Context: an optimization exercise on an open-source flow, tuned for small area and a short achievable clock period. The choices shown serve that exercise and are no tape-out recipe.
At most, simulation tests tie the RTL to the original design; equivalence was not proved.
Power figures rest on the tool's default switching activity, not on a simulated workload.

==> inputs of garnet <==
==> flow/design.v (excerpt) <==
module CAM #(parameter SIZE=32)(
	input 							clock, reset,
	input 							enable,
	input 							command,
	input[31:0]						data,
	input[$clog2(SIZE)-1:0]			write_idx,
	output reg[$clog2(SIZE)-1:0]	read_idx,
	output reg						hit
);
==> module CAM, before the edit <==
module CAM #(parameter SIZE=32)(
	input 							clock, reset,
	input 							enable,
	input 							command,
	input[31:0]						data,
	input[$clog2(SIZE)-1:0]			write_idx,
	output reg[$clog2(SIZE)-1:0]	read_idx,
	output reg						hit
);
	localparam IW = $clog2(SIZE);	 
	wire wr = enable & command;
	wire rd = enable & ~command;
	reg [SIZE-1:0] valid;
	wire search = rd && !reset;		 
	wire [SIZE-1:0] z;				 
	wire [3:0] we_lo;
	wire [7:0] we_hi;
	wire [SIZE-1:0] we;
	genvar i;
	generate for (i = 0; i < 4; i = i + 1) begin : pl
		assign we_lo[i] = write_idx[1:0] == i;
	end
	for (i = 0; i < 8; i = i + 1) begin : ph
		assign we_hi[i] = !reset && wr && write_idx[4:2] == i;
	end
	for (i = 0; i < SIZE; i = i + 1) begin : e
		reg [31:0] word;
		CAM_and2 u_we (.a(we_lo[i % 4]), .b(we_hi[i / 4]), .y(we[i]));
		always @(posedge clock)
			if (we[i])
				word <= data;
		wire live;
		CAM_and2 u_live (.a(valid[i]), .b(search), .y(live));
		CAM_miss u_miss (.word(word), .key(data), .valid(live), .z(z[i]));
	end endgenerate
	wire			any;
	wire [IW-1:0]	first;
	CAM_first u_first (.z(z), .hit(any), .idx(first));
	always @(posedge clock) begin
		hit <= any;
		read_idx <= first;
	end
	always @(posedge clock)
		if (reset)
			valid <= 0;
		else if (wr)
			valid[write_idx] <= 1'b1;
endmodule
==> module CAM_first, before the edit <==
module CAM_first(
	input [31:0]	z,
	output			hit,	 
	output [4:0]	idx		 
);
	genvar i, l, b;
	generate for (l = 1; l <= 5; l = l + 1) begin : t
		localparam N = 32 >> l;
		wire [N-1:0] h;
		wire [N*l-1:0] x;
		for (i = 0; i < N; i = i + 1) begin : n
			wire cl, ch;	 
			wire [l-1:0] xo;
			if (l == 1) begin : c
				assign cl = z[2*i];
				assign ch = z[2*i+1];
			end else begin : c
				assign cl = t[l-1].h[2*i];
				assign ch = t[l-1].h[2*i+1];
			end
			if (l == 5) begin : o
				CAM_nand2 u_h (.a(cl), .b(ch), .y(h[i]));
				CAM_nor2b u_t (.a(ch), .b_n(cl), .y(xo[l-1]));
				for (b = 0; b < l - 1; b = b + 1) begin : m
					CAM_a21o u (.a1(cl), .a2(t[l-1].x[(2*i+1)*(l-1) + b]), .b1(t[l-1].x[(2*i)*(l-1) + b]), .y(xo[b]));
				end
			end else if (l % 2 == 1) begin : o
				CAM_nand2  u_h (.a(cl), .b(ch), .y(h[i]));
				CAM_nand2b u_t (.a_n(ch), .b(cl), .y(xo[l-1]));
				for (b = 0; b < l - 1; b = b + 1) begin : m
					CAM_a21oi u (.a1(cl), .a2(t[l-1].x[(2*i+1)*(l-1) + b]), .b1(t[l-1].x[(2*i)*(l-1) + b]), .y(xo[b]));
				end
			end else begin : o
				CAM_nor2  u_h (.a(cl), .b(ch), .y(h[i]));
				CAM_nor2b u_t (.a(cl), .b_n(ch), .y(xo[l-1]));
				for (b = 0; b < l - 1; b = b + 1) begin : m
					CAM_o21ai u (.a1(cl), .a2(t[l-1].x[(2*i+1)*(l-1) + b]), .b1(t[l-1].x[(2*i)*(l-1) + b]), .y(xo[b]));
				end
			end
			assign x[i*l +: l] = xo;
		end
	end endgenerate
	assign hit = t[5].h[0];
	assign idx = t[5].x[4:0];
endmodule
==> module CAM_a21o, before the edit <==
module CAM_a21o(input a1, input a2, input b1, output y);
	assign y = (a1 & a2) | b1;
endmodule
export LEC_CHECK = 0
export CAP_MARGIN = 20
export CORE_MARGIN = 2
export CORE_UTILIZATION = 40
export CTS_BUF_LIST = sky130_fd_sc_hd__clkbuf_8
export CTS_CLUSTER_DIAMETER = 80
export CTS_CLUSTER_SIZE = 15
export SETUP_SLACK_MARGIN = 2.3
export SLEW_MARGIN = 20
export SYNTH_HIERARCHICAL = 1
export SYNTH_MINIMUM_KEEP_SIZE = 0
create_clock -name core_clock -period 4.5 [get_ports {clock}]
run.sh (not shown) runs the stock make flow with config.mk's settings and CLKGATE_MAP_FILE= SYNTH_SCRIPT=/design/flow/synth_recipe.tcl, a recipe that flattens the netlist after the stock synthesis.
==> inputs of ember, as changes to garnet <==
--- a/flow/design.v
+++ b/flow/design.v
@@ -13,5 +13,4 @@
 	wire rd = enable & ~command;
 	reg [SIZE-1:0] valid;
-	wire search = rd && !reset;		 
 	wire [SIZE-1:0] z;				 
 	wire [3:0] we_lo;
@@ -31,15 +30,17 @@
 			if (we[i])
 				word <= data;
-		wire live;
-		CAM_and2 u_live (.a(valid[i]), .b(search), .y(live));
-		CAM_miss u_miss (.word(word), .key(data), .valid(live), .z(z[i]));
+		CAM_miss u_miss (.word(word), .key(data), .valid(valid[i]), .z(z[i]));
 	end endgenerate
 	wire			any;
-	wire [IW-1:0]	first;
-	CAM_first u_first (.z(z), .hit(any), .idx(first));
-	always @(posedge clock) begin
-		hit <= any;
-		read_idx <= first;
-	end
+	wire [IW-1:0]	first_n;
+	CAM_first u_first (.z(z), .hit(any), .idx_n(first_n));
+	always @(posedge clock)
+		if (reset || !rd) begin
+			hit <= 1'b0;
+			read_idx <= 0;
+		end else begin
+			hit <= any;
+			read_idx <= ~first_n;
+		end
 	always @(posedge clock)
 		if (reset)
@@ -79,5 +80,5 @@
 	input [31:0]	z,
 	output			hit,	 
-	output [4:0]	idx		 
+	output [4:0]	idx_n	 
 );
 	genvar i, l, b;
@@ -96,11 +97,5 @@
 				assign ch = t[l-1].h[2*i+1];
 			end
-			if (l == 5) begin : o
-				CAM_nand2 u_h (.a(cl), .b(ch), .y(h[i]));
-				CAM_nor2b u_t (.a(ch), .b_n(cl), .y(xo[l-1]));
-				for (b = 0; b < l - 1; b = b + 1) begin : m
-					CAM_a21o u (.a1(cl), .a2(t[l-1].x[(2*i+1)*(l-1) + b]), .b1(t[l-1].x[(2*i)*(l-1) + b]), .y(xo[b]));
-				end
-			end else if (l % 2 == 1) begin : o
+			if (l % 2 == 1) begin : o
 				CAM_nand2  u_h (.a(cl), .b(ch), .y(h[i]));
 				CAM_nand2b u_t (.a_n(ch), .b(cl), .y(xo[l-1]));
@@ -119,5 +114,5 @@
 	end endgenerate
 	assign hit = t[5].h[0];
-	assign idx = t[5].x[4:0];
+	assign idx_n = t[5].x[4:0];
 endmodule
 module CAM_xnor2(input a, input b, output y);
@@ -148,5 +143,2 @@
 	assign y = ~((a1 | a2) & b1);
 endmodule
-module CAM_a21o(input a1, input a2, input b1, output y);
-	assign y = (a1 & a2) | b1;
-endmodule
--- a/flow/config.mk
+++ b/flow/config.mk
@@ -9,7 +9,7 @@
 export CORE_MARGIN = 2
 export CORE_UTILIZATION = 40
-export CTS_BUF_LIST = sky130_fd_sc_hd__clkbuf_8
+export CTS_BUF_LIST = sky130_fd_sc_hd__clkbuf_8 sky130_fd_sc_hd__clkbuf_16
 export CTS_CLUSTER_DIAMETER = 80
-export CTS_CLUSTER_SIZE = 15
+export CTS_CLUSTER_SIZE = 20
 export SETUP_SLACK_MARGIN = 2.3
 export SLEW_MARGIN = 20
==> run notes <==
Result of the run: garnet complete, no violations; ember complete, no violations
Required time of the worst setup path: garnet 3.60 ns; ember 5.10 ns
Worst path depth: garnet 1; ember 14
Source of the worst register-to-register timing path: garnet e[15].word[9]; ember e[31].word[14]
GR Layer Usage met3: garnet 3.119%; ember 4.039%
Largest net degree at the start of global routing: garnet 49; ember 55
Detailed route wirelength on metal3: garnet 7433 µm; ember 10240 µm
Sort of element at the start of the critical path: garnet flip-flop; ember input port
Wire length on met1: garnet 52320 µm; ember 55640 µm
Root cell of the clock tree: garnet clkbuf_8; ember clkbuf_16
Final Worst Setup Slack: garnet 2.303 ns; ember 2.215 ns
Cell area after layout: garnet 53480 µm²; ember 55150 µm²
Worst-skew pair later-pin latency: garnet 0.76 ns; ember 0.68 ns
Comb power: garnet 0.00136 W; ember 0.00157 W
Area growth from synthesis to final layout: garnet 16.39%; ember 20.62%
Commonest non-fill, non-tap cell in the layout: garnet xnor2_1; ember edfxtp_1
Avg Synthesized Cell Area: garnet 13.68 µm²; ember 13.73 µm²
Hold path start: garnet data[21]; ember valid[19]
Register clock-pin slew on the reported worst setup and hold paths: garnet 0.11 ns; ember 0.08 ns
Met1 demand-to-capacity share in global routing: garnet 27.94%; ember 29.53%
Net switching share of the total power: garnet 22.89%; ember 22.55%
Total of plain and repair buffers excluding clock buffers: garnet 189; ember 244
Number of global-route vias before repair: garnet 24300; ember 24230
Total GRT Usage: garnet 18.50%; ember 19.75%
The RTL of ember was laid out without a check of its function.

[re-timing with driven ports]
The results above use ideal ports. As a check the final layouts listed here were re-extracted and re-timed, cells and wires unchanged.
Step 1 (the two cells are an assumption about what drives the block):
set clk [get_ports {clock}]
set_driving_cell -lib_cell sky130_fd_sc_hd__clkbuf_16 $clk
set_driving_cell -lib_cell sky130_fd_sc_hd__buf_2 [delete_from_list [all_inputs] $clk]
Step 2 times the ports against the registers' clock, not the clock port: input delays grow and output delays shrink by t, the midpoint of the rising clock arrivals with the driver on.
a / b / c = ideal ports / drivers / drivers and shift; a / b = the first two.
run	t, ns	setup slack, ns	pins driven straight from the clock port
garnet	0.793	2.303 / 2.237 / 1.445	1
ember	0.735	2.215 / 2.095 / 1.360	1
After both steps every run listed still meets setup and hold. The setup slack of garnet, which loses most, moves by -0.066 ns with the drivers and by -0.858 ns with both steps.
